From an optimization exercise on the open Yosys and OpenROAD flow, aimed at small area, a short achievable clock period and few clock cycles per item; shortcuts taken in it are not production practice.
Function was not checked in any run shown here: the RTL went through the layout flow alone.
Power is estimated from default activity; no workload was simulated.

==> design/flow/design.v <==
module SME(clk,reset,chardata,isstring,ispattern,valid,match,match_index);
input clk;
input reset;
input [7:0] chardata;
input isstring;
input ispattern;
output match;
output [4:0] match_index;
output valid;
localparam [6:0] HAT    = 7'h5E ;  
localparam [6:0] DOLLAR = 7'h24 ;  
localparam [6:0] POINT  = 7'h2E ;  
localparam [6:0] STAR   = 7'h2A ;  
localparam [6:0] SPACE  = 7'h20 ;  
reg  [6:0] str_B_rf [0:31];
reg  [5:0] str_length_cnt;
reg        isstring_d, ispattern_d;
reg [33:0] F;
reg  [4:0] off;           
reg        star_seen;
reg        star_d;          
reg  [4:0] star_idx;
reg        valid_r, match_r;
reg  [4:0] match_index_r;
wire [6:0] c = chardata[6:0];
wire c_hat    = c == HAT;
wire c_dollar = c == DOLLAR;
wire c_star   = c == STAR;
wire c_point  = c == POINT;
wire first    = ispattern & ~ispattern_d;
wire [31:0] inS;      
wire [31:0] sp;       
wire [31:0] eqc;      
genvar j;
generate
for (j = 0; j < 32; j = j + 1) begin: POS
    assign inS[j] = str_length_cnt > 31 - j;
    assign sp[j]  = str_B_rf[j] == SPACE;
    assign eqc[j] = str_B_rf[j] == c;
end
endgenerate
wire [31:0] start = inS & ~{inS[30:0], 1'b0};
wire [32:0] pre [0:6];
assign pre[0] = F[32:0];
genvar l;
generate
for (l = 0; l < 6; l = l + 1) begin: PRE
    for (j = 0; j < 33; j = j + 1) begin: B
        if ((j >> l) & 1)
            assign pre[l+1][j] = pre[l][j] | pre[l][((j >> l) << l) - 1];
        else
            assign pre[l+1][j] = pre[l][j];
    end
end
endgenerate
wire [31:0] Fin = first ? inS : F[31:0];
wire [33:0] F_hat  = {2'b00, inS & sp, 1'b0} | {2'b00, start};
wire [33:0] F_dol  = {F[32], F[31:0] & sp, 1'b0};
wire [33:0] F_star = first ? {2'b01, inS} : {1'b0, pre[6]};
wire [33:0] F_pt   = {1'b0, Fin, 1'b0};
wire [33:0] F_fix  = ({34{c_hat}} & F_hat) | ({34{c_dollar}} & F_dol) |
                     ({34{c_star}} & F_star) | ({34{c_point}} & F_pt);
wire [33:0] F_lit  = {1'b0, Fin & eqc, 1'b0};
reg [4:0] fs;
integer k;
always @(*) begin
    fs = 5'd0;
    for (k = 33; k >= 0; k = k - 1)
        if (F[k]) fs = k[4:0];
end
wire [4:0] gen = fs & off;
wire [4:0] prp = fs ^ off;
wire [4:0] cry;
assign cry[0] = 1'b0;
assign cry[1] = gen[0];
assign cry[2] = gen[1] | prp[1] & gen[0];
assign cry[3] = gen[2] | prp[2] & gen[1] | prp[2] & prp[1] & gen[0];
assign cry[4] = gen[3] | prp[3] & gen[2] | prp[3] & prp[2] & gen[1] |
                prp[3] & prp[2] & prp[1] & gen[0];
wire [4:0] fs_idx = prp ^ cry;
wire [4:0] len5   = str_length_cnt[4:0];
wire [4:0] len_m1 = len5 - 5'd1;
wire [4:0] off_m1 = off - 5'd1;
wire       c_cnt  = ~c_hat & ~c_star;
integer i;
always @(posedge clk)
begin: STR_RF
    if(isstring)
    begin
        for (i = 0; i < 31; i = i + 1)
            str_B_rf[i] <= str_B_rf[i+1];
        str_B_rf[31] <= c;
    end
end
always @(posedge clk)
begin: LEN_CNT
    if(isstring)
        str_length_cnt <= isstring_d ? str_length_cnt + 6'd1 : 6'd1;
end
always @(posedge clk or posedge reset)
begin: FLAGS
    if(reset)
    begin
        isstring_d  <= 1'b0;
        ispattern_d <= 1'b0;
        valid_r     <= 1'b0;
        match_r     <= 1'b0;
    end
    else
    begin
        isstring_d  <= isstring;
        ispattern_d <= ispattern;
        valid_r     <= ispattern_d & ~ispattern;
        match_r     <= ispattern_d & ~ispattern & (|F);
    end
end
always @(posedge clk)
begin: MATCH
    F <= F_fix | F_lit;
    off <= first ? (c_cnt ? len_m1 : len5) : (c_cnt ? off_m1 : off);
    star_seen <= (first ? 1'b0 : star_seen) | c_star;
    star_d    <= ispattern & c_star;
    if(star_d)
        star_idx <= fs_idx;
    match_index_r <= (star_seen & ~star_d) ? star_idx : fs_idx;
end
assign valid       = valid_r;
assign match       = match_r;
assign match_index = match_index_r;
endmodule
==> design/flow/run.sh <==
#!/bin/bash
# synth_recipe.tcl (not shown) runs the flow's synth.tcl, then flattens the netlist and writes it again
# the make line also repeats each setting of config.mk as NAME=value (left out here)
make -C /OpenROAD-flow-scripts/flow DESIGN_CONFIG=/design/flow/config.mk WORK_HOME=/design/flow/orfs CLKGATE_MAP_FILE= SYNTH_SCRIPT=/design/flow/synth_recipe.tcl finish
==> design/flow/config.mk <==
export PLATFORM = sky130hd
export DESIGN_NAME = SME
export DESIGN_NICKNAME = SME
export VERILOG_FILES = /design/flow/design.v
export SDC_FILE = /design/flow/constraint.sdc
export NUM_CORES = 4
export LEC_CHECK = 0
export CAP_MARGIN = 20
export CORE_MARGIN = 2
export CORE_UTILIZATION = 40
export CTS_BUF_LIST = sky130_fd_sc_hd__clkbuf_8
export SETUP_SLACK_MARGIN = 3.8
export SLEW_MARGIN = 20
==> design/flow/constraint.sdc <==
create_clock -name core_clock -period 6.5 [get_ports {clk}]
set_input_delay 1.3000 -clock core_clock [delete_from_list [all_inputs] [get_ports {clk}]]
set_output_delay 1.3000 -clock core_clock [all_outputs]
set_load 0.01 [all_outputs]
==> results of run 1 <==
[how the worst max path moves through the flow]
stage	endpoint	depth (start not counted)
after floorplan	off[2]	7
after global placement	F[15]	8
after detailed placement	F[15]	8
after CTS	match_index_r[4]	11
after global routing	match_index_r[4]	11
final	match_index_r[4]	11
[worst register-to-register path, cell delays in order, from the launching register on]
cell	delay, ps
dfxtp_4	340
or3_1	380
a221o_1	290
a21oi_2	160
o211ai_1	150
a221oi_2	300
ha_2	240
a211oi_2	60
o21bai_1	150
xor2_1	220
xnor2_1	120
mux2_4	260
[cell families (layout without fill, tap and decap cells)]
group	count (synthesis)	in the layout	share of synthesized area, %
compound gates	175	175	8.87
xor+xnor	238	238	14.5
fa+ha+maj	10	10	0.873
buf+inv	84	173	2.65
flops	285	285	56.7
mux	13	13	0.978
simple gates	376	377	15.4
[final cells by class]
| cell class | instances | area share [%] |
|---|---|---|
| Inverter | 16 | 0.365 |
| Clock buffer | 59 | 4.93 |
| Sequential cell | 285 | 49.4 |
| Tap cell | 461 | 3.50 |
| Multi-Input combinational cell | 813 | 36.3 |
| Timing Repair Buffer | 65 | 4.27 |
| Clock inverter | 33 | 1.27 |
[power groups by stage]
stage | Combinational [µW] | Sequential [µW] | Clock [µW]
final | 528 | 2240 | 1670
after global routing | 581 | 2250 | 1780
after CTS | 509 | 2240 | 1710
after detailed placement | 491 | 2280 | 0
after global placement | 487 | 2270 | 0
after floorplan | 352 | 2240 | 0
[metal layers]
metal	vias up	global-route usage (%)	part of all wire, %
li1	4624	-	-
met1	4945	26.3	46
met2	332	30.2	46
met3	64	3.24	5.8
met4	0	6.30	2.3
met5	-	0	0
[registers in the layout (all words and copies together), names as in the netlist]
| signal | cells |
|---|---|
| F | 34 |
| off | 5 |
| star_idx | 5 |
| match_r | 1 |
| star_seen | 1 |
| ispattern_d | 1 |
| valid_r | 1 |
| star_d | 1 |
| isstring_d | 1 |
| str_B_rf | 224 |
| str_length_cnt | 6 |
| match_index_r | 5 |
[stage by stage]
step	cells	utilization [%]	hold slack (ps)
6_report	1732	46.5	441
3_5_place_dp	1606	42.1	433
5_1_grt	1732	46.5	482
4_1_cts	1714	45.9	443
2_1_floorplan	1181	-	423
3_3_place_gp	1606	42.1	438
[cells in the final DEF (no fill, tap or decap), types with 6 or more instances in the layout]
master / count
dlygate4sd2_1: 8
xor2_1: 108
or3_1: 8
ha_1: 8
and3_1: 6
nor4b_1: 10
o221ai_1: 25
a31oi_1: 11
buf_4: 33
xnor2_1: 129
nor4_2: 7
a41oi_1: 7
inv_1: 36
o211ai_1: 18
and2_1: 7
nor4_1: 60
clkbuf_8: 61
nand2b_1: 7
buf_12: 6
nand3_1: 39
clkinv_2: 6
o21ai_0: 23
nand2_1: 56
or4b_2: 23
mux2_2: 7
a21oi_1: 25
nor3_1: 25
nand4_1: 44
nor2_1: 48
edfxtp_1: 240
dfxtp_1: 38
[timing repair]
item                                    CTS  global route
buffers inserted                         13            16
endpoints found under the setup margin   54            17
pin swaps                                13             7
hold endpoints to repair                  0             0
cloned                                    3             2
resized for setup                        50            13
==> results.sh, run 1 <==
export IMPL_cts_made_buffers=49
export IMPL_remaining_drc_errors=0
export IMPL_cp_data_arrival_time_ps=3260
export IMPL_yosysMostFrequentCell="edfxtp_1"
export IMPL_place_area_um2=14900
export IMPL_seq_power_share_pct=50.4
export IMPL_ctsHoldBuffers=0
export IMPL_p_per_area_nw_per_um2=269
export IMPL_start_kind="flop"
export IMPL_grt_ovfl_total=0
export IMPL_cts_tree="done"
export IMPL_synthCells=1181
export IMPL_layout_drive_gt1_share_pct=16.0
export IMPL_timing_rr_start="F[20]"
export IMPL_post_dp_hpwl_um=21800
export IMPL_ys_flop_type="edfxtp_1"
export IMPL_core_um2=35400
export IMPL_h_tree_depth=2
export IMPL_root_buffer="clkbuf_8"
export IMPL_yosys_area_top_type_share_pct=50.3
export IMPL_routedWlPerCell_um=21.0
export IMPL_ant_nets=0
export IMPL_ios=19
export IMPL_worstPathRequired_ps=7000
export IMPL_wl_um=36400
export IMPL_die_area_um2=37400
export IMPL_place_congestion=0.813
export IMPL_multi_input_area_um2=5970
export IMPL_synth_warnings=2
export IMPL_fp_dieW_um=193
export IMPL_drt_pass1_iter_count=5
export IMPL_reg2reg_setup_slack_ps=3740
export IMPL_clock_sinks=285
export IMPL_insertion_delay_ps=620
export IMPL_drt_initial_drc_count=744
export IMPL_power_uw=4430
export IMPL_hp_start="star_seen"
export IMPL_power_frac_comb_pct=11.9
export IMPL_synth_avg_cell_area_um2=12.1
export IMPL_critPathBufInv=0
export IMPL_initial_core_util_pct=40.5
export IMPL_status="finished clean"
export IMPL_chipHeight_um=193
export IMPL_ys_seq_elements=285
export IMPL_critical_path_class="flop to flop"
export IMPL_tns_ps=0
export IMPL_rsz0062_at_grt="true"
export IMPL_hold_class="flop to flop"
export IMPL_hold_path_end="star_seen"
export IMPL_dpl_worst_slack_ps=2420
export IMPL_fin_worst_skew_ps=40.4
export IMPL_p_leak_uw=0.00565
export IMPL_min_period_ps=2760
export IMPL_async_flop_share_pct=1.40
export IMPL_drv_cap=0
export IMPL_grt_use_total_pct=19.0
export IMPL_critPathTopFamily="compound AO/OA/AOI/OAI gates"
export IMPL_num_rows=69
export IMPL_synth_common_cells="edfxtp_1, xnor2_1, xor2_1"
export IMPL_internal_power_uw=3280
export IMPL_crit_chain="or3_1 > a221o_1 > a21oi_2 > o211ai_1 > a221oi_2 > ha_2 > a211oi_2 > o21bai_1 > xor2_1 > xnor2_1 > mux2_4"
export IMPL_min_path_cells=2
export IMPL_r2r_worst_path_cells=11
export IMPL_synth_seq_area_share_pct=56.7
export IMPL_synth_enable_flop_cells=240
export IMPL_worstMarginPinSlew_ps=950
export IMPL_grt_max_degree=122
export IMPL_antenna_found_initial=0
export IMPL_p_clk_share_pct=37.6
export IMPL_clkTransAtPathRegs_ps=60
export IMPL_design_area_um2=16500
export IMPL_timing_final_crit_share_pct=42.4
export IMPL_fillers=3216
export IMPL_seq_area_um2=8140
export IMPL_yosys_area_top_type="edfxtp_1"
export IMPL_first_global_vias=9859
export IMPL_fmax_mhz=363
export IMPL_slew_headroom_pct=36.1
export IMPL_slowest_stage="or3_1"
export IMPL_grt_pass1_wl_um=56600
export IMPL_netlist_area_um2=14300
export IMPL_slew_violations=0
export IMPL_finalSetupViolations=0
export IMPL_crit_reg2reg_capture="match_index_r[4]"
export IMPL_clk_path_buf_depth=3
export IMPL_swShare_pct=26.1
export IMPL_critPathLaunch="F[20]"
export IMPL_area_growth_pct=14.9
export IMPL_n_antenna_cell=0
export IMPL_routed_via_density=5.75
export IMPL_num_vias=9965
export IMPL_synth_distinct_cells=74
export IMPL_irDropWorstVdd_mv=0.179
export IMPL_hold_viol_final=0
export IMPL_final_net_count=1252
export IMPL_syn_nets=1203
export IMPL_cp_max_fo=2
export IMPL_portBuffers=17
export IMPL_cp_end_kind="flop"
export IMPL_power_switching_uw=1160
export IMPL_worst_slack_ps=3740
export IMPL_synth_area_top_cells="edfxtp_1, xnor2_1, xor2_1"
export IMPL_slowest_delay_ps=380
==> inputs of run 2 (changes only) <==
==> design/flow/config.mk (replaced) <==
export PLATFORM = sky130hd
export DESIGN_NAME = SME
export DESIGN_NICKNAME = SME
export VERILOG_FILES = /design/flow/design.v
export SDC_FILE = /design/flow/constraint.sdc
export NUM_CORES = 4
export LEC_CHECK = 0
export CAP_MARGIN = 0
export CORE_MARGIN = 2
export CORE_UTILIZATION = 40
export SETUP_SLACK_MARGIN = 3.8
export SLEW_MARGIN = 0
==> run 2 against run 1 <==
  * Still clean on timing, DRC and antenna
  * Utilization is 0.14 points lower
  * Sequential share of layout area grew 0.15 points
  * Flip-flop and latch count stayed put
  * Non-clock buffer count decreased by 5
  * Clock-buffer cell count decreased by 12
  * Maximum frequency down 0.74%
  * Highest routed layer unchanged
==> results.sh, run 2 <==
export IMPL_synth_common_cells="edfxtp_1, xnor2_1, xor2_1"
export IMPL_n_antenna_cell=0
export IMPL_slew_headroom_pct=32.1
export IMPL_clkTransAtPathRegs_ps=60
export IMPL_fp_dieW_um=193
export IMPL_clock_sinks=285
export IMPL_remaining_drc_errors=0
export IMPL_insertion_delay_ps=570
export IMPL_whs_ps=440
export IMPL_power_uw=4490
export IMPL_largestRegisters="str_B_rf: 224 flops, F: 34 flops, str_length_cnt: 6 flops"
export IMPL_grt_ovfl_total=0
export IMPL_cts_made_buffers=31
export IMPL_critical_path_class="flop to flop"
export IMPL_die_area_um2=37400
export IMPL_start_kind="flop"
export IMPL_hold_class="flop to flop"
export IMPL_first_global_vias=9767
export IMPL_synth_avg_cell_area_um2=12.1
export IMPL_async_flop_share_pct=1.40
export IMPL_cp_max_fo=2
export IMPL_layout_drive_gt1_share_pct=14.4
export IMPL_synth_warnings=2
export IMPL_ctsHoldBuffers=0
export IMPL_synth_seq_area_share_pct=56.7
export IMPL_root_buffer="clkbuf_16"
export IMPL_wl_um=36300
export IMPL_status="finished clean"
export IMPL_synth_enable_flop_cells=240
export IMPL_top_register="str_B_rf"
export IMPL_cp_end_kind="flop"
export IMPL_core_um2=35400
export IMPL_num_rows=69
export IMPL_h_tree_depth=1
export IMPL_power_frac_comb_pct=11.8
export IMPL_final_common_cell="edfxtp_1"
export IMPL_initial_core_util_pct=40.5
export IMPL_cp_data_arrival_time_ps=3240
export IMPL_yosys_area_top_type_share_pct=50.3
export IMPL_timing_final_crit_share_pct=42.7
export IMPL_place_congestion=0.813
export IMPL_routedWlPerCell_um=21.5
export IMPL_seq_power_share_pct=49.8
export IMPL_largest_register_ffs=224
export IMPL_post_dp_hpwl_um=21800
export IMPL_clk_path_buf_depth=3
export IMPL_drt_initial_drc_count=733
export IMPL_ant_nets=0
export IMPL_layout_common_cells="edfxtp_1, xnor2_1, xor2_1"
export IMPL_yosysMostFrequentCell="edfxtp_1"
export IMPL_power_switching_uw=1110
export IMPL_p_per_area_nw_per_um2=273
export IMPL_min_period_ps=2780
export IMPL_rsz0062_at_grt="true"
export IMPL_netlist_area_um2=14300
export IMPL_syn_nets=1203
export IMPL_ys_flop_type="edfxtp_1"
export IMPL_worstPathRequired_ps=6960
export IMPL_area_growth_pct=14.6
export IMPL_slew_violations=0
export IMPL_synth_distinct_cells=74
export IMPL_worstMarginPinSlew_ps=1010
export IMPL_p_clk_share_pct=38.4
export IMPL_grt_pass1_wl_um=56400
export IMPL_grt_max_degree=122
export IMPL_hold_viol_final=0
export IMPL_tns_ps=0
export IMPL_antenna_found_initial=0
export IMPL_cts_tree="done"
export IMPL_chipHeight_um=193
export IMPL_p_leak_uw=0.00552
export IMPL_synth_area_top_cells="edfxtp_1, xnor2_1, xor2_1"
export IMPL_fmax_mhz=360
export IMPL_final_net_count=1229
export IMPL_routed_via_density=5.82
export IMPL_ios=19
export IMPL_num_vias=9848
export IMPL_finalSetupViolations=0
export IMPL_synthCells=1181
export IMPL_ys_seq_elements=285
export IMPL_yosys_area_top_type="edfxtp_1"
export IMPL_irDropWorstVdd_mv=0.208
export IMPL_grt_use_total_pct=18.8
export IMPL_drv_cap=0
export IMPL_internal_power_uw=3370
export IMPL_drt_pass1_iter_count=5
export IMPL_swShare_pct=24.8
export IMPL_fin_worst_skew_ps=16.0
export IMPL_portBuffers=17
==> run 2: through the flow <==
stage	setup WS, ps	instance area (µm²)	utilization, %	std cells
finish	3720	16400	46.4	1693
global route	3520	16400	46.4	1693
CTS	3710	16300	45.9	1684
detailed placement	2420	14900	42.1	1606
global placement	2400	14900	42.1	1606
floorplan	3460	14400	-	1181
==> run 2: power groups by stage <==
stage | Combinational [µW] | Sequential [µW] | Clock (µW)
after floorplan | 352 | 2240 | 0
after global placement | 487 | 2270 | 0
after detailed placement | 491 | 2280 | 0
after CTS | 515 | 2240 | 1760
after global routing | 581 | 2250 | 1830
final | 528 | 2240 | 1720
==> run 2: final cells by class <==
cell class	instances	area (µm²)
fill	3218	19000
sequential	285	8140
multi-input combinational	813	5980
clock buffer	47	917
timing repair buffer	60	671
tap	461	577
clock inverter	11	81.3
inverter	16	60.1
==> run 2: timing repair <==
item                       4_1_cts  5_1_grt
gates resized for setup         52       17
buffers inserted                17        7
gates cloned                     3        2
pin swaps                       14        7
setup endpoints to repair       54       18
==> run 2: kinds of logic (layout without fill, tap and decap cells) <==
| group | Yosys count | after routing | synth area share (%) |
|---|---|---|---|
| fa+ha+maj | 10 | 10 | 0.873 |
| mux | 13 | 13 | 0.978 |
| compound gates | 175 | 175 | 8.87 |
| flops | 285 | 285 | 56.7 |
| buf+inv | 84 | 134 | 2.65 |
| xor+xnor | 238 | 238 | 14.5 |
| simple gates | 376 | 377 | 15.4 |
==> run 2: per-layer routing <==
| layer | global-route usage, % | wire length (µm) | up-vias | share of wire (%) |
|---|---|---|---|---|
| met2 | 30.6 | 17000 | 310 | 47 |
| met3 | 2.74 | 1980 | 56 | 5.5 |
| met4 | 4.33 | 749 | 0 | 2.1 |
| met1 | 26.7 | 16600 | 4917 | 46 |
| met5 | 0 | 0 | - | 0 |
| li1 | - | - | 4565 | - |
==> run 2: path summary, 6_finish.rpt <==
| path | start | to | slack (ps) | depth (start not counted) |
|---|---|---|---|---|
| setup / recovery | F[20] | match_index_r[4] | 3720 | 11 |
| hold / removal | star_seen | star_seen | 440 | 2 |
| setup reg to reg | F[20] | match_index_r[4] | 3720 | 11 |
| hold reg to reg | star_seen | star_seen | 440 | 2 |
| max in group asynchronous | reset | ispattern_d | 5450 | 2 |
| min in group asynchronous | reset | match_r | 900 | 2 |
==> run 2: critical path: stages (launching register included) <==
cell and delay (ps):
dfxtp_4 340, or3_1 390, a221o_1 280, a21oi_2 160
o211ai_1 140, a221oi_2 310, ha_2 240, a211oi_2 60
o21bai_1 150, xor2_1 220, xnor2_1 120, mux2_4 260
==> inputs of run 3 (changes only) <==
--- a/design/flow/config.mk
+++ b/design/flow/config.mk
@@ -7,6 +7,7 @@
 export LEC_CHECK = 0
 export CAP_MARGIN = 0
 export CORE_MARGIN = 2
-export CORE_UTILIZATION = 40
+export CORE_UTILIZATION = 55
+export PLACE_DENSITY = 0.75
 export SETUP_SLACK_MARGIN = 3.8
 export SLEW_MARGIN = 0
==> run 3 against run 2 <==
  * Still clean on timing, DRC and antenna
  * Setup slack worse by 110 ps
  * Synthesized area is the same
  * Register-to-register slack worse by 110 ps
  * Synthesized cell count is the same
  * Critical path depth is 3 higher
  * Maximum frequency fell by 3.9%
  * Flip-flop and latch count stayed put
  * Die area is 27% lower
  * Critical endpoint is now star_idx[3]
  * Largest power group unchanged
  * Highest routed layer unchanged
==> results.sh, run 3 <==
export IMPL_layout_common_cells="edfxtp_1, xnor2_1, xor2_1"
export IMPL_ctsHoldBuffers=0
export IMPL_cp_data_arrival_time_ps=3200
export IMPL_layout_drive_gt1_share_pct=13.5
export IMPL_chipHeight_um=165
export IMPL_die_area_um2=27400
export IMPL_fmax_mhz=346
export IMPL_syn_nets=1203
export IMPL_ios=19
export IMPL_synth_top_family_by_area="simple AND/OR/NAND/NOR gates"
export IMPL_yosys_area_top_type="edfxtp_1"
export IMPL_synth_enable_flop_cells=240
export IMPL_num_vias=10177
export IMPL_post_dp_hpwl_um=21600
export IMPL_finalSetupViolations=0
export IMPL_routed_via_density=6.55
export IMPL_worstPathRequired_ps=6810
export IMPL_rsz0062_at_grt="true"
export IMPL_ys_flop_type="edfxtp_1"
export IMPL_cts_tree="done"
export IMPL_p_per_area_nw_per_um2=279
export IMPL_portBuffers=17
export IMPL_p_leak_uw=0.00543
export IMPL_reg2reg_setup_slack_ps=3610
export IMPL_dpl_worst_slack_ps=2640
export IMPL_hold_viol_final=0
export IMPL_cts_made_buffers=30
export IMPL_grt_max_degree=123
export IMPL_status="finished clean"
export IMPL_drt_initial_drc_count=1066
export IMPL_final_net_count=1217
export IMPL_synth_fa_ha_area_share_pct=0.873
export IMPL_clk_path_buf_depth=3
export IMPL_r2r_worst_path_cells=14
export IMPL_grt_pass1_wl_um=54100
export IMPL_first_global_vias=9849
export IMPL_synth_compound_area_share_pct=8.87
export IMPL_top_register="str_B_rf"
export IMPL_min_period_ps=2890
export IMPL_netlist_area_um2=14300
export IMPL_critPathLaunch="F[20]"
export IMPL_dp_cells=1480
export IMPL_wl_um=35000
export IMPL_initial_core_util_pct=55.5
export IMPL_ys_seq_elements=285
export IMPL_yosys_area_top_type_share_pct=50.3
export IMPL_yosysMostFrequentCell="edfxtp_1"
export IMPL_timing_rr_start="F[20]"
export IMPL_h_tree_depth=1
export IMPL_design_area_um2=16100
export IMPL_ant_nets=0
export IMPL_synth_seq_area_share_pct=56.7
export IMPL_drv_cap=0
export IMPL_synth_common_cells="edfxtp_1, xnor2_1, xor2_1"
export IMPL_critPathCapture="star_idx[3]"
export IMPL_worst_slack_ps=3610
export IMPL_insertion_delay_ps=570
export IMPL_synth_area_top_cells="edfxtp_1, xnor2_1, xor2_1"
export IMPL_synthMuxAreaShare_pct=0.978
export IMPL_clkTransAtPathRegs_ps=60
export IMPL_irDropWorstVdd_mv=0.265
export IMPL_final_common_cell="edfxtp_1"
export IMPL_postLayoutCoreUtil_pct=62.2
export IMPL_area_growth_pct=12.2
export IMPL_synthSimpleGateAreaFrac_pct=15.4
export IMPL_largestRegisters="str_B_rf: 224 flops, F: 34 flops, str_length_cnt: 6 flops"
export IMPL_drt_pass1_iter_count=5
export IMPL_root_buffer="clkbuf_16"
export IMPL_clock_sinks=285
export IMPL_tns_ps=0
export IMPL_grt_use_total_pct=25.5
export IMPL_slew_violations=0
export IMPL_synthCells=1181
export IMPL_largest_register_ffs=224
export IMPL_timing_final_crit_share_pct=44.5
export IMPL_synth_warnings=2
export IMPL_n_antenna_cell=0
export IMPL_synth_avg_cell_area_um2=12.1
export IMPL_synth_distinct_cells=74
export IMPL_place_congestion=0.922
export IMPL_start_kind="flop"
export IMPL_num_rows=59
export IMPL_worstMarginPinSlew_ps=982
export IMPL_remaining_drc_errors=0
export IMPL_stdcell_count=1553
export IMPL_synthXorXnorAreaFrac_pct=14.5
export IMPL_grt_ovfl_total=0
export IMPL_core_um2=25800
export IMPL_cp_max_fo=2
export IMPL_routedWlPerCell_um=22.6
export IMPL_crit_reg2reg_capture="star_idx[3]"
export IMPL_fp_dieW_um=165
export IMPL_fin_worst_skew_ps=15.7
export IMPL_hold_class="flop to flop"
export IMPL_antenna_found_initial=0
export IMPL_slew_headroom_pct=34.5
export IMPL_place_area_um2=14700
export IMPL_cp_end_kind="flop"
export IMPL_async_flop_share_pct=1.40
export IMPL_critical_path_class="flop to flop"
==> run 3: cell counts after synthesis <==
Identical to the previous run, type by type.
==> run 3: worst max-delay path, stage by stage, from the launching register on <==
cell and delay [ps]:
dfxtp_4 350, or3_4 380, a221o_1 280, a21oi_2 140
o211ai_1 130, a221oi_2 330, buf_4 170, buf_6 80
buf_6 90, ha_4 130, a21oi_4 60, nor2b_1 130
nor2_1 70, xnor2_1 150, buf_4 150
==> run 3: timing repair <==
item | in CTS | in global routing
resized for setup | 37 | 29
cloned | 1 | 1
pin swaps | 12 | 3
setup buffers | 10 | 6
setup endpoints to repair | 52 | 21
==> run 3: metal layers <==
metal	global-route usage (%)	share of wire [%]
met1	35.2	41
met2	41.1	47
met3	4.20	8.7
met4	8.89	3.2
met5	0	0
==> run 3: area by class of cell <==
| cell class | instances | area, µm² |
|---|---|---|
| fill | 1973 | 9760 |
| sequential | 285 | 8140 |
| multi-input combinational | 814 | 6040 |
| clock buffer | 43 | 862 |
| timing repair buffer | 48 | 449 |
| tap | 335 | 419 |
| clock inverter | 12 | 119 |
| inverter | 16 | 60.1 |
==> run 3: worst min-delay path by stage <==
stage                     slack [ps]  depth (start not counted)       from   endpoint
after global routing             470                          2  star_seen  star_seen
after detailed placement         440                          2  star_seen  star_seen
after global placement           440                          2  star_seen  star_seen
final                            450                          2  star_seen  star_seen
after floorplan                  420                          2  star_seen  star_seen
after CTS                        450                          2  star_seen  star_seen
==> run 3: report_power, final <==
| group | leakage (µW) | switching, µW | internal (µW) |
|---|---|---|---|
| combinational | 0.00222 | 301 | 247 |
| clock | 0.000479 | 701 | 999 |
| sequential | 0.00273 | 114 | 2130 |
==> run 3: cell families after synthesis <==
group,count (synthesis)
DFF,285
and+or+nand+nor,376
muxes,13
xor gates and xnor gates,238
AOI/OAI and AO/OA,175
buffers and inverters,84
adders and majority gates,10
==> run 3: through the flow <==
stage | power (µW) | hold slack, ps
6_report | 4490 | 448
5_1_grt | 4640 | 466
4_1_cts | 4480 | 451
3_5_place_dp | 2770 | 443
3_3_place_gp | 2750 | 436
2_1_floorplan | 2590 | 423
==> inputs of run 4 (changes only) <==
==> design/flow/config.mk (replaced) <==
export PLATFORM = sky130hd
export DESIGN_NAME = SME
export DESIGN_NICKNAME = SME
export VERILOG_FILES = /design/flow/design.v
export SDC_FILE = /design/flow/constraint.sdc
export NUM_CORES = 4
export LEC_CHECK = 0
export CAP_MARGIN = 20
export CORE_MARGIN = 2
export CORE_UTILIZATION = 40
export CTS_CLUSTER_DIAMETER = 80
export CTS_CLUSTER_SIZE = 30
export SETUP_SLACK_MARGIN = 3.8
export SLEW_MARGIN = 20
==> run 4 against run 3 <==
  * Highest routed layer unchanged
  * Largest cell class unchanged
  * First-iteration DRC count decreased by 20%
  * Via count decreased by 3.6%
  * Flip-flop and latch count unchanged
  * Global-route usage decreased by 6.8 points
  * Maximum frequency increased by 3.0%
  * Setup slack improved by 85 ps
  * Utilization decreased by 17 points
  * Sequential power about the same
  * Clock-buffer cell count decreased by 25
  * Total power decreased by 14%
==> results.sh, run 4 <==
export IMPL_async_flop_share_pct=1.40
export IMPL_fp_dieW_um=193
export IMPL_final_common_cell="edfxtp_1"
export IMPL_cp_max_fo=2
export IMPL_worstMarginPinSlew_ps=974
export IMPL_slowest_delay_ps=380
export IMPL_antenna_found_initial=0
export IMPL_p_per_area_nw_per_um2=243
export IMPL_largestRegisters="str_B_rf: 224 flops, F: 34 flops, str_length_cnt: 6 flops"
export IMPL_dpl_worst_slack_ps=2420
export IMPL_fin_worst_skew_ps=16.3
export IMPL_met1_usage_pct=26.8
export IMPL_place_congestion=0.813
export IMPL_yosys_area_top_type_share_pct=50.3
export IMPL_slowest_stage="or3_1"
export IMPL_routed_via_density=5.90
export IMPL_synth_enable_flop_cells=240
export IMPL_critical_path_class="flop to flop"
export IMPL_busiest_layer="met2"
export IMPL_fmax_mhz=357
export IMPL_synth_warnings=2
export IMPL_drt_initial_drc_count=853
export IMPL_portBuffers=17
export IMPL_post_dp_hpwl_um=21800
export IMPL_irDropWorstVdd_mv=0.193
export IMPL_ys_seq_elements=285
export IMPL_num_rows=69
export IMPL_grt_ovfl_total=0
export IMPL_ios=19
export IMPL_die_area_um2=37400
export IMPL_rsz0062_at_grt="true"
export IMPL_cts_tree="done"
export IMPL_synth_avg_cell_area_um2=12.1
export IMPL_largest_register_ffs=224
export IMPL_seq_power_share_pct=57.5
export IMPL_layout_drive_gt1_share_pct=13.5
export IMPL_synth_distinct_cells=74
export IMPL_internal_power_uw=2870
export IMPL_initial_core_util_pct=40.5
export IMPL_chipHeight_um=193
export IMPL_synth_seq_area_share_pct=56.7
export IMPL_power_uw=3880
export IMPL_cp_end_kind="flop"
export IMPL_min_period_ps=2800
export IMPL_critPathTopFamily="compound AO/OA/AOI/OAI gates"
export IMPL_netlist_area_um2=14300
export IMPL_synth_area_top_cells="edfxtp_1, xnor2_1, xor2_1"
export IMPL_worstPathRequired_ps=6920
export IMPL_synth_common_cells="edfxtp_1, xnor2_1, xor2_1"
export IMPL_drv_cap=0
export IMPL_p_clk_share_pct=28.3
export IMPL_final_net_count=1216
export IMPL_p_leak_uw=0.00531
export IMPL_insertion_delay_ps=520
export IMPL_power_switching_uw=1010
export IMPL_clock_sinks=285
export IMPL_stdcell_count=1663
export IMPL_clk_path_buf_depth=3
export IMPL_hold_class="flop to flop"
export IMPL_yosys_area_top_type="edfxtp_1"
export IMPL_clkTransAtPathRegs_ps=120
export IMPL_ys_flop_type="edfxtp_1"
export IMPL_ctsHoldBuffers=0
export IMPL_routedWlPerCell_um=21.6
export IMPL_slew_violations=0
export IMPL_swShare_pct=25.9
export IMPL_slew_headroom_pct=34.5
export IMPL_root_buffer="clkbuf_16"
export IMPL_layout_common_cells="edfxtp_1, xnor2_1, xor2_1"
export IMPL_tns_ps=0
export IMPL_yosysMostFrequentCell="edfxtp_1"
export IMPL_grt_use_total_pct=18.7
export IMPL_grt_pass1_wl_um=55900
export IMPL_synthCells=1181
export IMPL_remaining_drc_errors=0
export IMPL_worst_slack_ps=3700
export IMPL_critPathBufInv=0
export IMPL_syn_nets=1203
export IMPL_hold_viol_final=0
export IMPL_top_register="str_B_rf"
export IMPL_status="finished clean"
export IMPL_core_um2=35400
export IMPL_area_growth_pct=11.5
export IMPL_n_antenna_cell=0
export IMPL_grt_util_met2_pct=30.0
export IMPL_timing_final_crit_share_pct=43.1
export IMPL_ant_nets=0
export IMPL_num_vias=9813
export IMPL_h_tree_depth=1
export IMPL_first_global_vias=9613
export IMPL_power_frac_comb_pct=14.2
export IMPL_wl_um=36000
export IMPL_drt_pass1_iter_count=5
export IMPL_met3_usage_pct=2.25
export IMPL_whs_ps=451
export IMPL_cp_data_arrival_time_ps=3230
export IMPL_finalSetupViolations=0
export IMPL_start_kind="flop"
export IMPL_cts_made_buffers=14
export IMPL_grt_max_degree=122
export IMPL_crit_chain="or3_1 > a221o_1 > a21oi_2 > o211ai_1 > a221oi_2 > ha_2 > a211oi_2 > o21bai_1 > xor2_1 > xnor2_1 > mux2_4"
export IMPL_dp_cells=1606
[run 4: logic make-up after synthesis]
family,count (synthesis),share of synthesized area (%)
compound gates,175,8.87
buf+inv,84,2.65
simple gates,376,15.4
xor+xnor,238,14.5
flops,285,56.7
fa+ha+maj,10,0.873
mux,13,0.978
[run 4: timing repair]
item                       CTS  global route
gates cloned                 4             1
buffers inserted            21             7
gates resized for setup     53            22
pin swaps                   13            11
setup endpoints to repair   51            20
[run 4: worst reg2reg max path, cell delays in order, from the launching register on]
cell and delay, ps:
dfxtp_4 360, or3_1 380, a221o_1 280, a21oi_2 160
o211ai_1 180, a221oi_2 310, ha_2 240, a211oi_2 60
o21bai_1 160, xor2_1 220, xnor2_1 110, mux2_4 260
[run 4: worst paths after layout]
check	to	start	slack (ps)	cells after the start
min in group asynchronous	match_r	reset	940	2
worst max register to register	match_index_r[4]	F[20]	3700	11
worst min-delay path	star_seen	star_seen	450	2
max in group asynchronous	ispattern_d	reset	5410	2
worst min register to register	star_seen	star_seen	450	2
worst max-delay path	match_index_r[4]	F[20]	3700	11
[run 4: layout make-up]
| cell class | instances | area [µm²] |
|---|---|---|
| fillers | 3213 | 19400 |
| flip-flops and latches | 285 | 8140 |
| multi-input cells | 813 | 6000 |
| repair buffers | 64 | 731 |
| well taps | 461 | 577 |
| clock buffers | 18 | 398 |
| clock inverters | 6 | 76.3 |
| inverters | 16 | 60.1 |
[run 4: power by group through the flow]
| stage | registers, µW | logic, µW | clock network, µW |
|---|---|---|---|
| after floorplan | 2240 | 352 | 0 |
| after global placement | 2270 | 487 | 0 |
| after detailed placement | 2280 | 491 | 0 |
| after CTS | 2230 | 529 | 1120 |
| after global routing | 2250 | 605 | 1180 |
| final | 2230 | 552 | 1100 |
[run 4: per-stage QoR]
step	area, µm²	utilization, %
finish	16000	45.1
CTS	15800	44.7
global placement	14900	42.1
global route	16000	45.1
detailed placement	14900	42.1
floorplan	14400	-
[run 4: metal layers]
layer	wire, µm	up-vias	share of wire [%]
met1	16500	4903	46
met5	0	-	0
met2	16600	329	46
met3	1980	57	5.5
met4	920	0	2.6
li1	-	4524	-
==> inputs of run 5 (changes only) <==
--- a/design/flow/config.mk
+++ b/design/flow/config.mk
@@ -10,5 +10,5 @@
 export CORE_UTILIZATION = 40
 export CTS_CLUSTER_DIAMETER = 80
 export CTS_CLUSTER_SIZE = 30
-export SETUP_SLACK_MARGIN = 3.8
+export SETUP_SLACK_MARGIN = 4.0
 export SLEW_MARGIN = 20
==> run 5 against run 4 <==
  * Non-clock buffer count grew 43
  * Synthesized area unchanged
  * Hold slack worse by 1.6 ps
  * Design area increased by 5.9%
  * Clock-buffer cell count unchanged
  * Utilization increased by 2.7 points
  * Critical path type unchanged
  * Highest routed layer unchanged
==> results.sh, run 5 <==
export IMPL_largest_register_ffs=224
export IMPL_clkTransAtPathRegs_ps=110
export IMPL_layout_drive_gt1_share_pct=19.1
export IMPL_p_per_area_nw_per_um2=233
export IMPL_num_rows=69
export IMPL_clock_sinks=285
export IMPL_final_common_cell="edfxtp_1"
export IMPL_layout_common_cells="edfxtp_1, xnor2_1, xor2_1"
export IMPL_root_buffer="clkbuf_16"
export IMPL_top_register="str_B_rf"
export IMPL_post_dp_hpwl_um=21700
export IMPL_num_vias=10286
export IMPL_worstMarginPinSlew_ps=941
export IMPL_fp_dieW_um=193
export IMPL_grt_pass1_wl_um=59500
export IMPL_async_flop_share_pct=1.40
export IMPL_p_leak_uw=0.00567
export IMPL_chipHeight_um=193
export IMPL_cp_data_arrival_time_ps=3270
export IMPL_initial_core_util_pct=40.5
export IMPL_ys_flop_type="edfxtp_1"
export IMPL_tns_ps=0
export IMPL_status="finished clean"
export IMPL_reg2reg_setup_slack_ps=3650
export IMPL_portBuffers=17
export IMPL_netlist_area_um2=14300
export IMPL_fmax_mhz=351
export IMPL_start_kind="flop"
export IMPL_synth_distinct_cells=74
export IMPL_design_area_um2=16900
export IMPL_largestRegisters="str_B_rf: 224 flops, F: 34 flops, str_length_cnt: 6 flops"
export IMPL_rsz0062_at_grt="true"
export IMPL_first_global_vias=9801
export IMPL_remaining_drc_errors=0
export IMPL_worstPathRequired_ps=6920
export IMPL_min_period_ps=2850
export IMPL_ctsHoldBuffers=0
export IMPL_area_growth_pct=18.0
export IMPL_drt_initial_drc_count=1132
export IMPL_cts_made_buffers=15
export IMPL_routedWlPerCell_um=23.5
export IMPL_syn_nets=1203
export IMPL_synth_seq_area_share_pct=56.7
export IMPL_synth_area_top_cells="edfxtp_1, xnor2_1, xor2_1"
export IMPL_slew_headroom_pct=37.3
export IMPL_place_congestion=0.828
export IMPL_die_area_um2=37400
export IMPL_synth_warnings=2
export IMPL_drv_cap=0
export IMPL_routed_via_density=6.03
export IMPL_drt_pass1_iter_count=5
export IMPL_yosys_area_top_type_share_pct=50.3
export IMPL_hold_viol_final=0
export IMPL_synth_avg_cell_area_um2=12.1
export IMPL_antenna_found_initial=0
export IMPL_finalSetupViolations=0
export IMPL_grt_ovfl_total=0
export IMPL_yosys_area_top_type="edfxtp_1"
export IMPL_worst_slack_ps=3650
export IMPL_insertion_delay_ps=520
export IMPL_h_tree_depth=1
export IMPL_synth_enable_flop_cells=240
export IMPL_cp_max_fo=5
export IMPL_ant_nets=0
export IMPL_place_area_um2=14900
export IMPL_final_net_count=1259
export IMPL_core_um2=35400
export IMPL_clk_path_buf_depth=3
export IMPL_yosysMostFrequentCell="edfxtp_1"
export IMPL_irDropWorstVdd_mv=0.239
export IMPL_critical_path_class="flop to flop"
export IMPL_synthCells=1181
export IMPL_cp_end_kind="flop"
export IMPL_hold_class="flop to flop"
export IMPL_grt_max_degree=128
export IMPL_synth_common_cells="edfxtp_1, xnor2_1, xor2_1"
export IMPL_ios=19
export IMPL_n_antenna_cell=0
export IMPL_slew_violations=0
export IMPL_grt_use_total_pct=20.3
export IMPL_fin_worst_skew_ps=17.1
export IMPL_ys_seq_elements=285
export IMPL_dpl_worst_slack_ps=2480
export IMPL_wl_um=40000
export IMPL_timing_final_crit_share_pct=43.8
export IMPL_cts_tree="done"
-- run 5: cell counts after synthesis --
No cell type changed its count.
-- run 5: final timing paths --
path | cells after the start | to | startpoint
max in group asynchronous | 2 | isstring_d | reset
max reg2reg | 11 | match_index_r[4] | F[31]
min | 2 | star_seen | star_seen
min reg2reg | 2 | star_seen | star_seen
min in group asynchronous | 2 | match_r | reset
max | 11 | match_index_r[4] | F[31]
-- run 5: kinds of logic (layout without fill, tap and decap cells) --
group	after synthesis	count (layout)	synth area share [%]
AO/OA/AOI/OAI	175	175	8.87
XOR/XNOR	238	238	14.5
adder cells (fa/ha/maj)	10	10	0.873
buffers and inverters	84	148	2.65
flip-flops	285	285	56.7
multiplexers	13	13	0.978
AND/OR/NAND/NOR	376	376	15.4
-- run 5: metrics by stage --
stage	hold WS, ps	total power [µW]	instances	util [%]
final	450	3940	1706	47.8
after floorplan	417	2600	1181	-
after global placement	433	2760	1606	42.1
after CTS	452	3930	1679	46.0
after detailed placement	435	2770	1606	42.1
after global routing	485	4080	1706	47.8
-- run 5: report_power, final --
| group | leakage (µW) | switching (µW) | internal, µW |
|---|---|---|---|
| Sequential | 0.00273 | 110 | 2120 |
| Combinational | 0.00270 | 321 | 274 |
| Clock | 0.000233 | 637 | 469 |
-- run 5: final cells by class --
class	count	area (µm²)
fill	3129	18500
inverter	16	63.8
timing repair buffer	107	1360
tap	461	577
clock buffer	18	397
clock inverter	7	90.1
multi-input combinational	812	6300
sequential	285	8140
-- run 5: metal layers --
layer	up-vias	track usage, %	routed length, µm
li1	4626	-	-
met1	5184	29.2	17700
met2	395	32.4	18300
met3	81	2.67	2710
met4	0	5.23	1260
met5	-	0	0
-- run 5: critical path: stages (launching register included) --
cell	delay (ps)
dfxtp_1	500
nor2_1	80
o31a_1	270
o21ai_0	280
o21ai_0	160
a21oi_1	240
ha_1	320
a211oi_2	220
o21bai_1	100
xor2_1	160
xnor2_1	150
mux2_4	260
-- run 5: timing repair --
| action | in CTS | in global routing |
|---|---|---|
| gates cloned | 8 | 5 |
| pin swaps | 19 | 43 |
| gates resized for setup | 88 | 57 |
| endpoints found under the setup margin | 74 | 49 |
| setup buffers | 40 | 22 |
| endpoints found under the hold margin | 0 | 0 |
==> inputs of run 6 (changes only) <==
--- a/design/flow/design.v
+++ b/design/flow/design.v
@@ -61,15 +61,18 @@
 wire [33:0] F_fix  = ({34{c_hat}} & F_hat) | ({34{c_dollar}} & F_dol) |
                      ({34{c_star}} & F_star) | ({34{c_point}} & F_pt);
 wire [33:0] F_lit  = {1'b0, Fin & eqc, 1'b0};
+wire star_mode = star_seen & ~star_d;
+wire [33:0] Fe = F & {34{~star_mode}};
+wire [4:0]  oe = star_mode ? star_idx : off;
 reg [4:0] fs;
 integer k;
 always @(*) begin
     fs = 5'd0;
     for (k = 33; k >= 0; k = k - 1)
-        if (F[k]) fs = k[4:0];
+        if (Fe[k]) fs = k[4:0];
 end
-wire [4:0] gen = fs & off;
-wire [4:0] prp = fs ^ off;
+wire [4:0] gen = fs & oe;
+wire [4:0] prp = fs ^ oe;
 wire [4:0] cry;
 assign cry[0] = 1'b0;
 assign cry[1] = gen[0];
@@ -122,7 +125,7 @@
     star_d    <= ispattern & c_star;
     if(star_d)
         star_idx <= fs_idx;
-    match_index_r <= (star_seen & ~star_d) ? star_idx : fs_idx;
+    match_index_r <= fs_idx;
 end
 assign valid       = valid_r;
 assign match       = match_r;
--- a/design/flow/config.mk
+++ b/design/flow/config.mk
@@ -10,5 +10,5 @@
 export CORE_UTILIZATION = 40
 export CTS_CLUSTER_DIAMETER = 80
 export CTS_CLUSTER_SIZE = 30
-export SETUP_SLACK_MARGIN = 4.0
+export SETUP_SLACK_MARGIN = 3.8
 export SLEW_MARGIN = 20
==> run 6 against run 5 <==
  * Wire length is 7.5% lower
  * Critical path depth is 1 lower
  * Register-to-register slack better by 80 ps
  * Hold slack better by 2.0 ps
  * Clock-buffer cell count is 1 lower
  * Cell count is 0.76% lower
  * Utilization is 1.9 points lower
  * Flip-flop and latch count stayed put
  * Clock skew is 8.9 ps higher
  * Critical path type unchanged
  * Sequential share of layout area is 2.0 points higher
  * Largest cell class unchanged
  * Combinational power is 8.7% lower
==> results.sh, run 6 <==
export IMPL_synthCells=1206
export IMPL_cp_end_kind="flop"
export IMPL_post_dp_hpwl_um=23000
export IMPL_slowest_stage="dfxtp_1"
export IMPL_critPathBufInv=0
export IMPL_rsz0062_at_grt="true"
export IMPL_critical_path_class="flop to flop"
export IMPL_power_switching_uw=1100
export IMPL_ys_seq_elements=285
export IMPL_initial_core_util_pct=40.5
export IMPL_insertion_delay_ps=530
export IMPL_synth_distinct_cells=71
export IMPL_cp_max_fo=6
export IMPL_core_um2=35400
export IMPL_clkTransAtPathRegs_ps=110
export IMPL_layout_common_cells="edfxtp_1, xnor2_1, xor2_1"
export IMPL_fmax_mhz=362
export IMPL_ys_flop_type="edfxtp_1"
export IMPL_yosys_area_top_type="edfxtp_1"
export IMPL_cts_tree="done"
export IMPL_first_global_vias=9778
export IMPL_synth_common_cells="edfxtp_1, xnor2_1, xor2_1"
export IMPL_seq_power_share_pct=55.2
export IMPL_place_area_um2=15000
export IMPL_syn_nets=1228
export IMPL_num_vias=9872
export IMPL_wl_um=37000
export IMPL_antenna_found_initial=0
export IMPL_irDropWorstVdd_mv=0.270
export IMPL_cp_data_arrival_time_ps=3030
export IMPL_start_kind="flop"
export IMPL_p_per_area_nw_per_um2=249
export IMPL_timing_final_crit_share_pct=42.5
export IMPL_grt_pass1_wl_um=57700
export IMPL_largest_register_ffs=224
export IMPL_place_congestion=0.887
export IMPL_grt_ovfl_total=0
export IMPL_synth_seq_area_share_pct=56.7
export IMPL_ctsHoldBuffers=0
export IMPL_ios=19
export IMPL_drv_cap=0
export IMPL_remaining_drc_errors=0
export IMPL_p_leak_uw=0.00545
export IMPL_largestRegisters="str_B_rf: 224 flops, F: 34 flops, str_length_cnt: 6 flops"
export IMPL_synth_enable_flop_cells=240
export IMPL_synth_avg_cell_area_um2=11.9
export IMPL_crit_chain="or2_2 > nand2b_1 > a21oi_1 > o21ai_0 > a21oi_2 > ha_1 > a21o_1 > a21oi_2 > xnor2_1 > xnor2_1"
export IMPL_worstMarginPinSlew_ps=1100
export IMPL_die_area_um2=37400
export IMPL_yosysMostFrequentCell="edfxtp_1"
export IMPL_tns_ps=0
export IMPL_n_antenna_cell=0
export IMPL_min_period_ps=2760
export IMPL_hold_class="flop to flop"
export IMPL_top_register="str_B_rf"
export IMPL_p_clk_share_pct=31.4
export IMPL_finalSetupViolations=0
export IMPL_drt_pass1_iter_count=5
export IMPL_synth_warnings=2
export IMPL_netlist_area_um2=14300
export IMPL_power_frac_comb_pct=13.5
export IMPL_ant_nets=0
export IMPL_yosys_area_top_type_share_pct=50.3
export IMPL_cts_made_buffers=17
export IMPL_h_tree_depth=1
export IMPL_fin_worst_skew_ps=26.0
export IMPL_root_buffer="clkbuf_16"
export IMPL_chipHeight_um=193
export IMPL_clock_sinks=285
export IMPL_routedWlPerCell_um=21.9
export IMPL_final_common_cell="edfxtp_1"
export IMPL_layout_drive_gt1_share_pct=14.2
export IMPL_status="finished clean"
export IMPL_drt_initial_drc_count=985
export IMPL_portBuffers=17
export IMPL_clk_path_buf_depth=3
export IMPL_internal_power_uw=2940
export IMPL_async_flop_share_pct=1.40
export IMPL_num_rows=69
export IMPL_grt_max_degree=141
export IMPL_slew_violations=0
export IMPL_slew_headroom_pct=26.8
export IMPL_worstPathRequired_ps=6760
export IMPL_critPathTopFamily="compound AO/OA/AOI/OAI gates"
export IMPL_grt_use_total_pct=19.5
export IMPL_synth_area_top_cells="edfxtp_1, xnor2_1, xor2_1"
export IMPL_area_growth_pct=13.3
export IMPL_fp_dieW_um=193
export IMPL_hold_viol_final=0
export IMPL_design_area_um2=16200
export IMPL_routed_via_density=5.83
export IMPL_swShare_pct=27.3
export IMPL_slowest_delay_ps=390
export IMPL_final_net_count=1244
## run 6: changes by cell type in the layout (fill, tap and decap cells not counted), moves of 7 or more
cell and change:
a21oi_1 +16, buf_12 -8, buf_4 -16, nand2_1 +11, nand4_1 -8, nor3_1 +7
o21ai_0 +14, o21ai_1 +11, o221ai_1 +12, o221ai_2 -16
## run 6: kinds of logic after synthesis
kind of cell | Yosys count | synth area share, %
XOR/XNOR | 237 | 14.5
flip-flops | 285 | 56.7
multiplexers | 9 | 0.646
adder cells (fa/ha/maj) | 10 | 0.873
AND/OR/NAND/NOR | 386 | 15.7
AO/OA/AOI/OAI | 197 | 9.20
buffers and inverters | 82 | 2.43
## run 6: worst min-delay path: cells and delay by family (launching register included)
| family | cells | cell delay (ps) |
|---|---|---|
| flip-flops | 1 | 330 |
| AND/OR/NAND/NOR | 2 | 90 |
## run 6: worst paths after layout
kind	end	start	slack, ps	cells past startpoint
max reg2reg	star_idx[4]	F[16]	3740	10
max in group asynchronous	match_r	reset	5300	2
min in group asynchronous	isstring_d	reset	990	2
max	star_idx[4]	F[16]	3740	10
min	star_seen	star_seen	450	2
min reg2reg	star_seen	star_seen	450	2
## run 6: power groups by stage
stage	sequential [µW]	clock, µW	combinational, µW
finish	2230	1270	544
global route	2250	1360	595
CTS	2230	1300	535
detailed placement	2270	0	489
global placement	2270	0	484
floorplan	2240	0	343
## run 6: per-stage QoR
step	hold slack (ps)	util, %	std cells	total power (µW)	worst slack, ps
after global routing	486	45.9	1693	4200	3620
after floorplan	416	-	1206	2580	3790
after detailed placement	428	42.2	1634	2760	2660
after CTS	452	45.3	1684	4060	3780
after global placement	431	42.2	1633	2760	2220
final	452	45.9	1693	4040	3740
## run 6: final cells by class
| cell class | count | area, µm² |
|---|---|---|
| Multi-Input combinational cell | 839 | 6120 |
| Clock inverter | 12 | 185 |
| Sequential cell | 285 | 8140 |
| Tap cell | 461 | 577 |
| Clock buffer | 17 | 425 |
| Inverter | 14 | 56.3 |
| Fill cell | 3177 | 19200 |
| Timing Repair Buffer | 65 | 732 |
## run 6: repair_timing
action | 4_1_cts | 5_1_grt
setup buffers | 17 | 9
gates resized for setup | 59 | 31
endpoints found under the setup margin | 52 | 17
pin swaps | 8 | 11
endpoints found under the hold margin | 0 | 0
gates cloned | 4 | 0
## run 6: layer usage
layer  share of wire [%]  wire (µm)  track usage [%]
met3                 5.4       1990             2.51
met5                   0          0                0
met1                  45      16500             27.0
met2                  47      17300             31.9
met4                 3.1       1140             6.25
==> inputs of run 7 (changes only) <==
--- a/design/flow/design.v
+++ b/design/flow/design.v
@@ -19,7 +19,8 @@
 reg  [4:0] off;           
 reg        star_seen;
 reg        star_d;          
-reg  [4:0] star_idx;
+reg  [4:0] star_fs;         
+reg  [4:0] star_off;        
 reg        valid_r, match_r;
 reg  [4:0] match_index_r;
 wire [6:0] c = chardata[6:0];
@@ -62,6 +63,7 @@
                      ({34{c_star}} & F_star) | ({34{c_point}} & F_pt);
 wire [33:0] F_lit  = {1'b0, Fin & eqc, 1'b0};
 wire star_mode = star_seen & ~star_d;
+wire [4:0]  star_idx = star_fs + star_off;
 wire [33:0] Fe = F & {34{~star_mode}};
 wire [4:0]  oe = star_mode ? star_idx : off;
 reg [4:0] fs;
@@ -124,7 +126,10 @@
     star_seen <= (first ? 1'b0 : star_seen) | c_star;
     star_d    <= ispattern & c_star;
     if(star_d)
-        star_idx <= fs_idx;
+    begin
+        star_fs  <= fs;
+        star_off <= off;
+    end
     match_index_r <= fs_idx;
 end
 assign valid       = valid_r;
==> run 7 against run 6 <==
  * Sequential share of layout area up 0.22 points
  * Non-clock buffer count is 9 lower
  * Register-to-register slack improved by 140 ps
  * Total power grew 4.4%
  * Largest cell class unchanged
  * Highest routed layer unchanged
  * Hold slack improved by 16 ps
  * Via count rose by 3.4%
  * Design area is 1.5% higher
  * Critical path depth decreased by 9
  * Utilization grew 0.24 points
  * Sequential power is 2% higher
==> results.sh, run 7 <==
export IMPL_wl_um=35900
export IMPL_clock_sinks=290
export IMPL_power_switching_uw=1140
export IMPL_ys_flop_type="edfxtp_1"
export IMPL_syn_nets=1271
export IMPL_rsz0062_at_grt="false"
export IMPL_p_clk_share_pct=32.1
export IMPL_cts_made_buffers=18
export IMPL_crit_chain="clkdlybuf4s50_1"
export IMPL_slew_headroom_pct=38.3
export IMPL_grt_ovfl_total=0
export IMPL_layout_drive_gt1_share_pct=13.7
export IMPL_initial_core_util_pct=40.9
export IMPL_worstPathRequired_ps=5200
export IMPL_hold_class="flop to flop"
export IMPL_num_vias=10207
export IMPL_internal_power_uw=3080
export IMPL_clkTransAtPathRegs_ps=120
export IMPL_fp_dieW_um=195
export IMPL_place_congestion=0.940
export IMPL_die_area_um2=38100
export IMPL_antenna_found_initial=0
export IMPL_fillers=3242
export IMPL_routed_via_density=5.91
export IMPL_core_um2=35700
export IMPL_ys_seq_elements=290
export IMPL_cp_max_fo=1
export IMPL_worstMarginPinSlew_ps=925
export IMPL_synth_seq_area_share_pct=56.7
export IMPL_cts_tree="done"
export IMPL_cp_end_kind="output pin"
export IMPL_p_leak_uw=0.00541
export IMPL_ctsHoldBuffers=0
export IMPL_routedWlPerCell_um=20.8
export IMPL_power_frac_comb_pct=14.1
export IMPL_drt_initial_drc_count=946
export IMPL_tns_ps=0
export IMPL_yosys_area_top_type="edfxtp_1"
export IMPL_clk_path_buf_depth=3
export IMPL_yosys_area_top_type_share_pct=50.4
export IMPL_grt_pass1_wl_um=56300
export IMPL_post_dp_hpwl_um=23500
export IMPL_synth_enable_flop_cells=245
export IMPL_drt_pass1_iter_count=6
export IMPL_portBuffers=17
export IMPL_power_uw=4220
export IMPL_synth_warnings=2
export IMPL_synth_avg_cell_area_um2=11.7
export IMPL_layout_common_cells="edfxtp_1, xnor2_1, xor2_1"
export IMPL_synth_area_top_cells="edfxtp_1, xnor2_1, dfxtp_1"
export IMPL_irDropWorstVdd_mv=0.144
export IMPL_grt_max_degree=120
export IMPL_ant_nets=0
export IMPL_largest_register_ffs=224
export IMPL_min_period_ps=2660
export IMPL_chipHeight_um=195
export IMPL_critPathBufInv=1
export IMPL_netlist_area_um2=14600
export IMPL_insertion_delay_ps=540
export IMPL_seq_power_share_pct=53.7
export IMPL_critPathTopFamily="buffers and inverters"
export IMPL_status="finished clean"
export IMPL_reg2reg_setup_slack_ps=3880
export IMPL_remaining_drc_errors=0
export IMPL_first_global_vias=10038
export IMPL_final_net_count=1281
export IMPL_h_tree_depth=1
export IMPL_slew_violations=0
export IMPL_num_rows=69
export IMPL_n_antenna_cell=0
export IMPL_slowest_stage="clkdlybuf4s50_1"
export IMPL_synthCells=1245
export IMPL_largestRegisters="str_B_rf: 224 flops, F: 34 flops, str_length_cnt: 6 flops"
export IMPL_yosysMostFrequentCell="edfxtp_1"
export IMPL_grt_use_total_pct=18.7
export IMPL_finalSetupViolations=0
export IMPL_final_common_cell="edfxtp_1"
export IMPL_start_kind="flop"
export IMPL_synth_distinct_cells=68
export IMPL_critical_path_class="flop to output pin"
export IMPL_async_flop_share_pct=1.38
export IMPL_synth_common_cells="edfxtp_1, xnor2_1, xor2_1"
export IMPL_area_growth_pct=12.9
export IMPL_drv_cap=0
export IMPL_p_per_area_nw_per_um2=256
export IMPL_top_register="str_B_rf"
export IMPL_swShare_pct=27.0
export IMPL_fmax_mhz=376
export IMPL_root_buffer="clkbuf_16"
export IMPL_hold_viol_final=0
export IMPL_cp_data_arrival_time_ps=1360
export IMPL_timing_final_crit_share_pct=41.0
export IMPL_fin_worst_skew_ps=34.4
export IMPL_slowest_delay_ps=530
export IMPL_ios=19
==> run 7: cell types whose count changed after synthesis, moves of 6 or more <==
cell	delta
o21ai_1	+28
nand3_1	-6
xor2_1	-14
or4b_1	+10
xnor2_1	+9
clkbuf_1	+9
buf_2	-16
nand2_1	+11
o21ai_0	-18
nor3_1	+10
or4b_2	-7
==> run 7: cell type report <==
cell class                 instances  area [µm²]  share of cell area, %
tap                              461         577                   3.50
clock buffer                      20         479                   2.91
timing repair buffer              56         519                   3.15
multi-input combinational        869        6330                   38.4
clock inverter                    12         200                   1.21
sequential                       290        8300                   50.4
inverter                          20        75.1                  0.455
==> run 7: worst paths after layout <==
path	start	end	cells past startpoint
worst max register to register	F[8]	match_index_r[4]	9
worst max-delay path	match_index_r[4]	match_index[4]	1
worst min register to register	star_seen	star_seen	2
min in group asynchronous	reset	ispattern_d	2
worst min-delay path	star_seen	star_seen	2
max in group asynchronous	reset	isstring_d	2
==> run 7: repair_timing <==
| action | CTS | global route |
|---|---|---|
| gates cloned | 0 | 0 |
| setup buffers | 9 | 14 |
| pin swaps | 12 | 14 |
| resized for setup | 49 | 46 |
| setup endpoints to repair | 44 | 25 |
==> run 7: cell families after synthesis <==
group / count (synthesis) / share of synthesized area [%]
XOR/XNOR: 232 / 13.9
AND/OR/NAND/NOR: 390 / 15.1
adder cells (fa/ha/maj): 14 / 1.25
flip-flops: 290 / 56.7
AO/OA/AOI/OAI: 225 / 10.2
buffers and inverters: 86 / 2.38
multiplexers: 8 / 0.574
==> run 7: per-layer routing <==
| metal | part of all wire, % | track usage [%] | vias to the layer above |
|---|---|---|---|
| li1 | - | - | 4767 |
| met1 | 46 | 27.4 | 5064 |
| met2 | 45 | 29.1 | 315 |
| met3 | 6.2 | 2.73 | 61 |
| met4 | 2.2 | 4.72 | 0 |
| met5 | 0 | 0 | - |
==> run 7: power by group through the flow <==
stage | clock network [µW] | logic, µW | registers (µW)
floorplan | 0 | 374 | 2280
global placement | 0 | 524 | 2310
detailed placement | 0 | 531 | 2310
CTS | 1380 | 564 | 2270
global route | 1460 | 652 | 2290
finish | 1360 | 596 | 2270
==> run 7: metrics by stage <==
stage               hold WS [ps]  cell area, µm²  utilization, %  std cells  setup slack, ps
floorplan                    431           14800               -       1245             3730
global placement             440           15300            42.8       1673             2520
detailed placement           447           15300            42.8       1673             2430
CTS                          464           16200            45.4       1714             3810
global route                 481           16500            46.1       1728             3760
finish                       468           16500            46.1       1728             3840
==> run 7: tightest hold or removal path: stages, from the launching register on <==
cell and delay [ps]:
dfxtp_1 340, nand2_1 60, nand2_1 40
==> inputs of run 8 (changes only) <==
--- a/design/flow/config.mk
+++ b/design/flow/config.mk
@@ -10,5 +10,5 @@
 export CORE_UTILIZATION = 40
 export CTS_CLUSTER_DIAMETER = 80
 export CTS_CLUSTER_SIZE = 30
-export SETUP_SLACK_MARGIN = 3.8
+export SETUP_SLACK_MARGIN = 3.9
 export SLEW_MARGIN = 20
==> run 8 against run 7 <==
  * Critical endpoint is now match_index_r[4]
  * Design area rose by 2.5%
  * First-iteration DRC count rose by 14%
  * Clock power down 9%
  * Cell count grew 1.5%
  * Sequential share of layout area shrank 1.2 points
  * Critical path depth up 12
  * Clock-buffer cell count decreased by 1
  * Clock skew shrank 9.2 ps
  * Register-to-register slack about the same
  * Flip-flop and latch count did not move
  * Maximum frequency increased by 1.3%
  * Critical path type is now flop to flop
  * Still clean
  * Synthesized area unchanged
==> results.sh, run 8 <==
export IMPL_hold_viol_final=0
export IMPL_crit_reg2reg_capture="match_index_r[4]"
export IMPL_layout_common_cells="edfxtp_1, xnor2_1, xor2_1"
export IMPL_hold_path_end="star_seen"
export IMPL_hp_start="star_seen"
export IMPL_num_vias=10491
export IMPL_timing_rr_start="F[25]"
export IMPL_ys_seq_elements=290
export IMPL_wl_um=37700
export IMPL_ys_flop_type="edfxtp_1"
export IMPL_p_per_area_nw_per_um2=244
export IMPL_drt_pass1_iter_count=5
export IMPL_synth_common_cells="edfxtp_1, xnor2_1, xor2_1"
export IMPL_netlist_area_um2=14600
export IMPL_cts_tree="done"
export IMPL_largestRegisters="str_B_rf: 224 flops, F: 34 flops, str_length_cnt: 6 flops"
export IMPL_p_leak_uw=0.00563
export IMPL_antenna_found_initial=0
export IMPL_synth_warnings=2
export IMPL_rsz0062_at_grt="true"
export IMPL_synth_avg_cell_area_um2=11.7
export IMPL_grt_pass1_wl_um=58200
export IMPL_whs_ps=481
export IMPL_largest_register_ffs=224
export IMPL_grt_ovfl_total=0
export IMPL_yosys_area_top_type_share_pct=50.4
export IMPL_min_path_cells=2
export IMPL_initial_core_util_pct=40.9
export IMPL_clkTransAtPathRegs_ps=110
export IMPL_reg2reg_setup_slack_ps=3870
export IMPL_num_rows=69
export IMPL_routedWlPerCell_um=21.5
export IMPL_async_flop_share_pct=1.38
export IMPL_h_tree_depth=1
export IMPL_remaining_drc_errors=0
export IMPL_cp_data_arrival_time_ps=3050
export IMPL_status="finished clean"
export IMPL_slew_headroom_pct=42.2
export IMPL_irDropWorstVdd_mv=0.153
export IMPL_min_period_ps=2630
export IMPL_clock_sinks=290
export IMPL_die_area_um2=38100
export IMPL_place_congestion=0.921
export IMPL_drt_initial_drc_count=1078
export IMPL_core_um2=35700
export IMPL_root_buffer="clkbuf_16"
export IMPL_synth_enable_flop_cells=245
export IMPL_top_register="str_B_rf"
export IMPL_hold_class="flop to flop"
export IMPL_synthCells=1245
export IMPL_area_growth_pct=15.7
export IMPL_cts_made_buffers=16
export IMPL_start_kind="flop"
export IMPL_synth_distinct_cells=68
export IMPL_ant_nets=0
export IMPL_cp_max_fo=5
export IMPL_fp_dieW_um=195
export IMPL_critical_path_class="flop to flop"
export IMPL_final_common_cell="edfxtp_1"
export IMPL_tns_ps=0
export IMPL_final_net_count=1309
export IMPL_insertion_delay_ps=520
export IMPL_yosys_area_top_type="edfxtp_1"
export IMPL_chipHeight_um=195
export IMPL_cp_end_kind="flop"
export IMPL_first_global_vias=10153
export IMPL_portBuffers=17
export IMPL_synth_area_top_cells="edfxtp_1, xnor2_1, dfxtp_1"
export IMPL_r2r_worst_path_cells=13
export IMPL_finalSetupViolations=0
export IMPL_slew_violations=0
export IMPL_worstMarginPinSlew_ps=866
export IMPL_timing_final_crit_share_pct=40.4
export IMPL_fin_worst_skew_ps=25.1
export IMPL_fmax_mhz=381
export IMPL_ctsHoldBuffers=0
export IMPL_grt_max_degree=123
export IMPL_ios=19
export IMPL_clk_path_buf_depth=3
export IMPL_layout_drive_gt1_share_pct=16.4
export IMPL_yosysMostFrequentCell="edfxtp_1"
export IMPL_grt_use_total_pct=19.4
export IMPL_drv_cap=0
export IMPL_synth_seq_area_share_pct=56.7
export IMPL_worstPathRequired_ps=6920
export IMPL_post_dp_hpwl_um=23700
export IMPL_syn_nets=1271
export IMPL_routed_via_density=5.98
export IMPL_n_antenna_cell=0
[run 8: cell counts after synthesis]
No cell type changed its count.
[run 8: through the flow]
| step | worst slack [ps] | cell area, µm² | total power [µW] | std cells | utilization [%] |
|---|---|---|---|---|---|
| after CTS | 3890 | 16600 | 4110 | 1736 | 46.4 |
| after floorplan | 3730 | 15000 | 2660 | 1245 | - |
| after detailed placement | 2380 | 15400 | 2850 | 1672 | 43.0 |
| after global routing | 3790 | 16900 | 4270 | 1754 | 47.3 |
| after global placement | 2430 | 15400 | 2840 | 1672 | 43.0 |
| final | 3870 | 16900 | 4120 | 1754 | 47.3 |
[run 8: final cells by class]
cell class,instances,area (µm²)
Clock buffer,19,433
Clock inverter,9,140
Fill cell,3201,18800
Inverter,20,77.6
Multi-Input combinational cell,869,6420
Sequential cell,290,8300
Tap cell,461,577
Timing Repair Buffer,86,950
[run 8: where the power goes]
group | switching [µW] | internal (µW)
Combinational | 340 | 274
Clock | 676 | 561
Sequential | 111 | 2160
[run 8: cell families (layout without fill, tap and decap cells)]
group	Yosys count	count (layout)	synth area share, %
AND/OR/NAND/NOR	390	390	15.1
flip-flops	290	290	56.7
XOR/XNOR	232	232	13.9
AO/OA/AOI/OAI	225	225	10.2
buffers and inverters	86	134	2.38
adder cells (fa/ha/maj)	14	14	1.25
multiplexers	8	8	0.574
[run 8: critical path, cell delays in order (launching register included)]
cell	delay, ps
dfxtp_4	410
buf_4	120
nor2_1	50
a211oi_2	230
nor3_1	80
o31ai_1	310
nand3_1	130
and3_4	210
ha_4	230
a211o_1	250
a21oi_1	120
a31oi_1	50
and4_4	210
xnor2_2	120
[run 8: routing by layer]
metal | routed length, µm | share of wire, % | track usage, %
met1 | 16800 | 45 | 28.2
met4 | 770 | 2.0 | 4.95
met3 | 2530 | 6.7 | 2.52
met5 | 0 | 0 | 0
met2 | 17600 | 47 | 30.8
[run 8: repair_timing]
item	in CTS	in global routing
buffers inserted	33	17
setup endpoints to repair	54	34
pin swaps	22	14
gates cloned	3	1
gates resized for setup	88	30
[run 8: how the worst max path moves through the flow]
stage,startpoint,to,slack [ps],cells past startpoint
floorplan,chardata[6],off[4],3730,7
global placement,chardata[4],off[3],2430,8
detailed placement,chardata[4],off[3],2380,8
CTS,chardata[4],off[3],3890,9
global route,F[24],match_index_r[4],3790,12
finish,F[25],match_index_r[4],3870,13

==> port drivers added, routing unchanged <==
In the flow no input, the clock included, has a driving cell. The finished layouts below were timed again as built, in two steps. Step 1, drivers: a clkbuf_16 drives clk and a buf_2 each remaining input, both assumed. Step 2 moves the port delays by t, midway between the first and last clock arrival at a register: inputs arrive t later, outputs are due t later. That takes back most of the time a late clock gives input paths. a / b / c = ideal ports / drivers / drivers and shift; a / b = the first two.
| run | shift t [ns] | setup WS [ns] | worst slew at a driven data input, ns |
|---|---|---|---|
| run 1 | 0.646 | 3.743 / 3.743 / 3.200 | 0.04 |
| run 2 | 0.613 | 3.723 / 3.723 / 3.242 | 0.04 |
| run 3 | 0.613 | 3.610 / 3.610 / 3.225 | 0.04 |
| run 4 | 0.562 | 3.695 / 3.695 / 3.309 | 0.04 |
| run 5 | 0.562 | 3.653 / 3.653 / 3.275 | 0.08 |
| run 6 | 0.566 | 3.737 / 3.737 / 3.341 | 0.05 |
| run 7 | 0.578 | 3.837 / 3.783 / 3.332 | 0.05 |
| run 8 | 0.572 | 3.872 / 3.872 / 3.383 | 0.05 |
After both steps every run listed still meets setup and hold. The setup slack of run 1, which loses most, moves by 0.000 ns with the drivers and by -0.543 ns with both steps.
